Context: an optimization exercise on an open-source flow, tuned for small area and a short achievable clock period. The choices shown serve that exercise and are no tape-out recipe.
Where RTL was checked, it was by simulation tests only, not by an equivalence proof against the original.

==> run D <==
## montgomery_top
module montgomery_top (
    input           clk     ,
    input           rst_n   ,
    input           en      ,
    input   [11:0]  a       ,
    input   [11:0]  b       ,
    output          busy    ,
    output          done    ,
    output  [11:0]  r
);
reg [4:0] vld;
always @(posedge clk) begin
    if (!rst_n) vld <= 5'd0;
    else        vld <= {vld[3:0], en};
end
assign done = vld[4];
assign busy = en | done;
reg [11:0] a0, b0;
always @(posedge clk) begin
    a0 <= a;
    b0 <= b;
end
montgomery_multiply u_mm (.clk(clk), .a0(a0), .b0(b0), .r(r));
endmodule
export LEC_CHECK = 0
export ABC_CLOCK_PERIOD_IN_PS = 3500
export CAP_MARGIN = 20
export CORE_MARGIN = 2
export CORE_UTILIZATION = 65
export CTS_CLUSTER_SIZE = 40
export SETUP_SLACK_MARGIN = 4.4
export SLEW_MARGIN = 20
export SYNTH_HIERARCHICAL = 1
create_clock -name core_clock -period 8.0 [get_ports {clk}]
run.sh (not shown) runs the stock make flow with config.mk's settings and CLKGATE_MAP_FILE= SYNTH_SCRIPT=/design/flow/synth_recipe.tcl, a recipe that flattens the netlist after the stock synthesis.
==> run B (differences from run D) <==
- CORE_UTILIZATION: 65 -> 40
- CTS_CLUSTER_SIZE: 40 -> default
==> run P (differences from run D) <==
- CORE_UTILIZATION: 65 -> 40
- CTS_CLUSTER_DIAMETER: default -> 100
==> comparison table <==
| metric | run P | run D | run B |
|---|---|---|---|
| Status | timing/DRC/antenna clean | timing/DRC/antenna clean | timing/DRC/antenna clean |
| Post-route worst hold slack | 0.3344 ns | 0.3260 ns | 0.3344 ns |
| Die Footprint | 28,010 µm² | 17,470 µm² | 28,010 µm² |
| Register-to-register setup slack | 4.43 ns | 4.49 ns | 4.43 ns |
| Final non-filler cell total | 1,325 | 1,205 | 1,325 |
| Final HPWL DP | 15,680 µm | 16,130 µm | 15,680 µm |
| Normalized max-slew margin | 54.73% | 54.97% | 54.73% |
| Placement-stage cell area | 11,360 µm² | 11,210 µm² | 11,360 µm² |
| Synthesis-to-finish area growth | 14.77% | 12.91% | 14.77% |
| Share of the final layout cell area in multi-input gates | 58.92% | 59.77% | 58.92% |
| Global router's overall resource usage | 15.42% | 24.76% | 15.42% |
| Min Tclk post-route | 3.630 ns | 3.626 ns | 3.630 ns |
No functional check of the RTL was part of any run of this note.


==> ember: inputs <==
montgomery_top, a different RTL version from the one above (not shown whole).
export LEC_CHECK = 0
export ABC_CLOCK_PERIOD_IN_PS = 3500
export CAP_MARGIN = 20
export CORE_MARGIN = 2
export CORE_UTILIZATION = 65
export CTS_BUF_LIST = sky130_fd_sc_hd__clkbuf_8
export CTS_CLUSTER_SIZE = 40
export SETUP_SLACK_MARGIN = 4.4
export SLEW_MARGIN = 20
export SYNTH_HIERARCHICAL = 1
create_clock -name core_clock -period 8.0 [get_ports {clk}]
==> inputs of cedar, as changes to ember <==
==> flow/flow/run.sh (new file) <==
#!/bin/bash
# Standard layout, with the port buffers made from the smallest plain buffer.
set -euo pipefail
bash standard.sh "BUFFER_PORTS_ARGS=-buffer_cell sky130_fd_sc_hd__buf_1" finish > standard_flow.log 2>&1
==> flow/standard.sh (new file) <==
#!/bin/bash
# synth_recipe.tcl (not shown) runs the flow's synth.tcl, then flattens the netlist and writes it again
# the make line also repeats each setting of config.mk as NAME=value (left out here)
make -C /OpenROAD-flow-scripts/flow DESIGN_CONFIG=/design/flow/config.mk WORK_HOME=/design/flow/orfs CLKGATE_MAP_FILE= SYNTH_SCRIPT=/design/flow/synth_recipe.tcl "${@:-finish}"
removed: flow/run.sh
==> comparison table <==
| quantity | cedar | ember |
|---|---|---|
| Outcome | timing/DRC/antenna clean | timing/DRC/antenna clean |
| Fraction of the core area covered by cells at the end of the flow | 71.2% | 73.3% |
| Clock buffer count | 17 | 18 |
| Worst reg-to-reg path cell count | 6 | 11 |
| Fraction of layout cells with a size suffix above 1 | 6.05% | 7.16% |
| Final Wtd Congestion | 0.893 | 0.902 |
| Fill cells | 962 | 868 |
| Number of instances resized during post-cts repair | 0 | 17 |
| Post-Layout Inst Area | 9310 um2 | 9600 um2 |
| Detail-routed via count per cell | 5.37 | 5.42 |
| Worst Clk Skew | 0.0125 ns | 0.00986 ns |
| Routed met2 length | 8390 um | 8330 um |
| Sink of the worst hold path | u_mm.pl3[3]$_DFF_P_ | u_mm.pl3[6]$_DFF_P_ |
| Final worst slack | 4.39 ns | 4.39 ns |
| Transition time of the tightest slew-check pin | 0.571 ns | 0.590 ns |
| Reg2reg start | b0[5]$_DFF_P_ | u_mm.p2r[19]$_DFF_P_ |
No run of this note included a check of the RTL's function; only the layout flow was run.


==> raven <==
montgomery_top, a different RTL version from the one above (not shown whole).
==> module montgomery_top, before the edit <==
module montgomery_top (
    input           clk     ,
    input           rst_n   ,
    input           en      ,
    input   [11:0]  a       ,
    input   [11:0]  b       ,
    output          busy    ,
    output          done    ,
    output  [11:0]  r
);
reg [3:0] vld;
always @(posedge clk) begin
    if (!rst_n) vld <= 4'd0;
    else        vld <= {vld[2:0], en};
end
assign done = vld[3];
assign busy = en | done;
montgomery_multiply u_mm (.clk(clk), .a0(a), .b0(b), .r(r));
endmodule
export LEC_CHECK = 0
export ABC_CLOCK_PERIOD_IN_PS = 3500
export CAP_MARGIN = 20
export CORE_MARGIN = 2
export CORE_UTILIZATION = 65
export CTS_BUF_LIST = sky130_fd_sc_hd__clkbuf_8
export CTS_CLUSTER_SIZE = 40
export SETUP_SLACK_MARGIN = 4.6
export SLEW_MARGIN = 20
export SYNTH_HIERARCHICAL = 1
create_clock -name core_clock -period 8.0 [get_ports {clk}]
standard.sh (not shown) runs the stock make flow with config.mk's settings and CLKGATE_MAP_FILE= SYNTH_SCRIPT=/design/flow/synth_recipe.tcl, a recipe that flattens the netlist after the stock synthesis.
==> flow/flow/run.sh <==
#!/bin/bash
# Standard layout, with the port buffers made from the smallest plain buffer, no
# dummy loads in the clock tree, and busy's OR rebuilt as nor2 + inv (busy.tcl).
set -euo pipefail
here=$(pwd)
bash standard.sh "BUFFER_PORTS_ARGS=-buffer_cell sky130_fd_sc_hd__buf_1" \
  "CTS_ARGS=-sink_clustering_enable -repair_clock_nets -dont_use_dummy_load -sink_clustering_size 40 -buf_list sky130_fd_sc_hd__clkbuf_8" \
  "PRE_GLOBAL_PLACE_TCL=$here/flow/busy.tcl" \
  finish > standard_flow.log 2>&1
==> flow/flow/busy.tcl <==
# Before global placement: rebuild busy = en | done as nor2 + inv, which is
# faster than an or2 on the input-to-output path. Same function.
set drv ""
foreach pin [get_pins -of_objects [get_nets busy]] {
  if {[get_property $pin direction] == "output"} { set drv $pin }
}
if {$drv != ""} {
  set inst [get_cells -of_objects $drv]
  set cell [get_property $inst ref_name]
  if {[string match "sky130_fd_sc_hd__or2_*" $cell]} {
    set name [get_property $inst name]
    set na [get_nets -of_objects [get_pins $name/A]]
    set nb [get_nets -of_objects [get_pins $name/B]]
    set ny [get_nets -of_objects [get_pins $name/X]]
    delete_instance $name
    set mid [make_net busy_nor_n]
    make_instance busy_nor sky130_fd_sc_hd__nor2_2
    make_instance busy_inv sky130_fd_sc_hd__inv_2
    connect_pin $na busy_nor/A
    connect_pin $nb busy_nor/B
    connect_pin $mid busy_nor/Y
    connect_pin $mid busy_inv/A
    connect_pin $ny busy_inv/Y
    foreach p {busy_nor/A busy_nor/B busy_nor/Y busy_inv/A busy_inv/Y} {
      if {[get_nets -quiet -of_objects [get_pins $p]] == ""} { error "busy.tcl: $p not connected" }
    }
    puts "busy.tcl: replaced $name ($cell) by nor2 + inv"
  }
}
==> maple (differences from raven) <==
--- a/flow/design.v
+++ b/flow/design.v
@@ -1569,12 +1569,17 @@
     output          done    ,
     output  [11:0]  r
 );
-reg [3:0] vld;
+reg [4:0] vld;
 always @(posedge clk) begin
-    if (!rst_n) vld <= 4'd0;
-    else        vld <= {vld[2:0], en};
+    if (!rst_n) vld <= 5'd0;
+    else        vld <= {vld[3:0], en};
 end
-assign done = vld[3];
+assign done = vld[4];
 assign busy = en | done;
-montgomery_multiply u_mm (.clk(clk), .a0(a), .b0(b), .r(r));
+reg [11:0] a0, b0;
+always @(posedge clk) begin
+    a0 <= a;
+    b0 <= b;
+end
+montgomery_multiply u_mm (.clk(clk), .a0(a0), .b0(b0), .r(r));
 endmodule
Settings changed: SETUP_SLACK_MARGIN 4.6 to 4.5.
==> nickel (differences from raven) <==
--- a/flow/design.v
+++ b/flow/design.v
@@ -1569,12 +1569,17 @@
     output          done    ,
     output  [11:0]  r
 );
-reg [3:0] vld;
+reg [4:0] vld;
 always @(posedge clk) begin
-    if (!rst_n) vld <= 4'd0;
-    else        vld <= {vld[2:0], en};
+    if (!rst_n) vld <= 5'd0;
+    else        vld <= {vld[3:0], en};
 end
-assign done = vld[3];
+assign done = vld[4];
 assign busy = en | done;
-montgomery_multiply u_mm (.clk(clk), .a0(a), .b0(b), .r(r));
+reg [11:0] a0, b0;
+always @(posedge clk) begin
+    a0 <= a;
+    b0 <= b;
+end
+montgomery_multiply u_mm (.clk(clk), .a0(a0), .b0(b0), .r(r));
 endmodule
Settings changed: PLACE_DENSITY set to 0.75.
==> summary of the runs <==
- raven completed without violations. maple ran to the end with no violations. nickel completed with no timing, DRC or antenna violations.
- First-iteration DRC count, lowest first: maple, nickel, raven.
- Between raven and maple, the lower core utilization is in maple (gap 6.8 points).
- Of raven and maple, raven has the higher via count (gap about 0.6%, measured against maple).
- The highest routed wire length belongs to nickel, the lowest to maple.
- Sequential share of layout area: maple > nickel > raven.
- Register-to-register slack, lowest first: raven, nickel, maple.
- Critical path depth is the same in maple and nickel.
- The lowest global-route usage belongs to maple, the highest to raven.
- Synthesized area: maple is larger than raven (about 6.6%).
For raven, only the layout was checked, not whether the RTL still works.

## static timing again, ports no longer ideal
Ports are ideal in the flow. The routed layouts listed here were re-timed in OpenROAD.
Step 1 (the two cells are an assumption about what drives the block):
set clk [get_ports {clk}]
set_driving_cell -lib_cell sky130_fd_sc_hd__clkbuf_16 $clk
set_driving_cell -lib_cell sky130_fd_sc_hd__buf_2 [delete_from_list [all_inputs] $clk]
Step 2 times the ports against the registers' clock, not the clock port: input delays grow and output delays shrink by t, the midpoint of the rising clock arrivals with the driver on.
Three values: ideal ports, drivers, drivers and shift; two values: the first two.
| run | t (ns) | setup WS [ns] | pins driven straight from the clock port |
|---|---|---|---|
| run D | 0.459 | 4.374 / 4.353 / 4.353 | 1 |
| run B | 0.472 | 4.370 / 4.336 / 4.336 | 1 |
| run P | 0.472 | 4.370 / 4.336 / 4.336 | 1 |
| ember | 0.483 | 4.394 / 4.369 / 4.369 | 1 |
| cedar | 0.477 | 4.387 / 4.356 / 4.356 | 1 |
| raven | 0.379 | 3.523 / 3.501 / 3.122 | 1 |
| maple | 0.456 | 4.471 / 4.436 / 4.436 | 1 |
| nickel | 0.475 | 4.458 / 4.422 / 4.422 | 1 |
After both steps every run listed still meets setup and hold. The setup slack of raven, which loses most, moves by -0.022 ns with the drivers and by -0.401 ns with both steps.
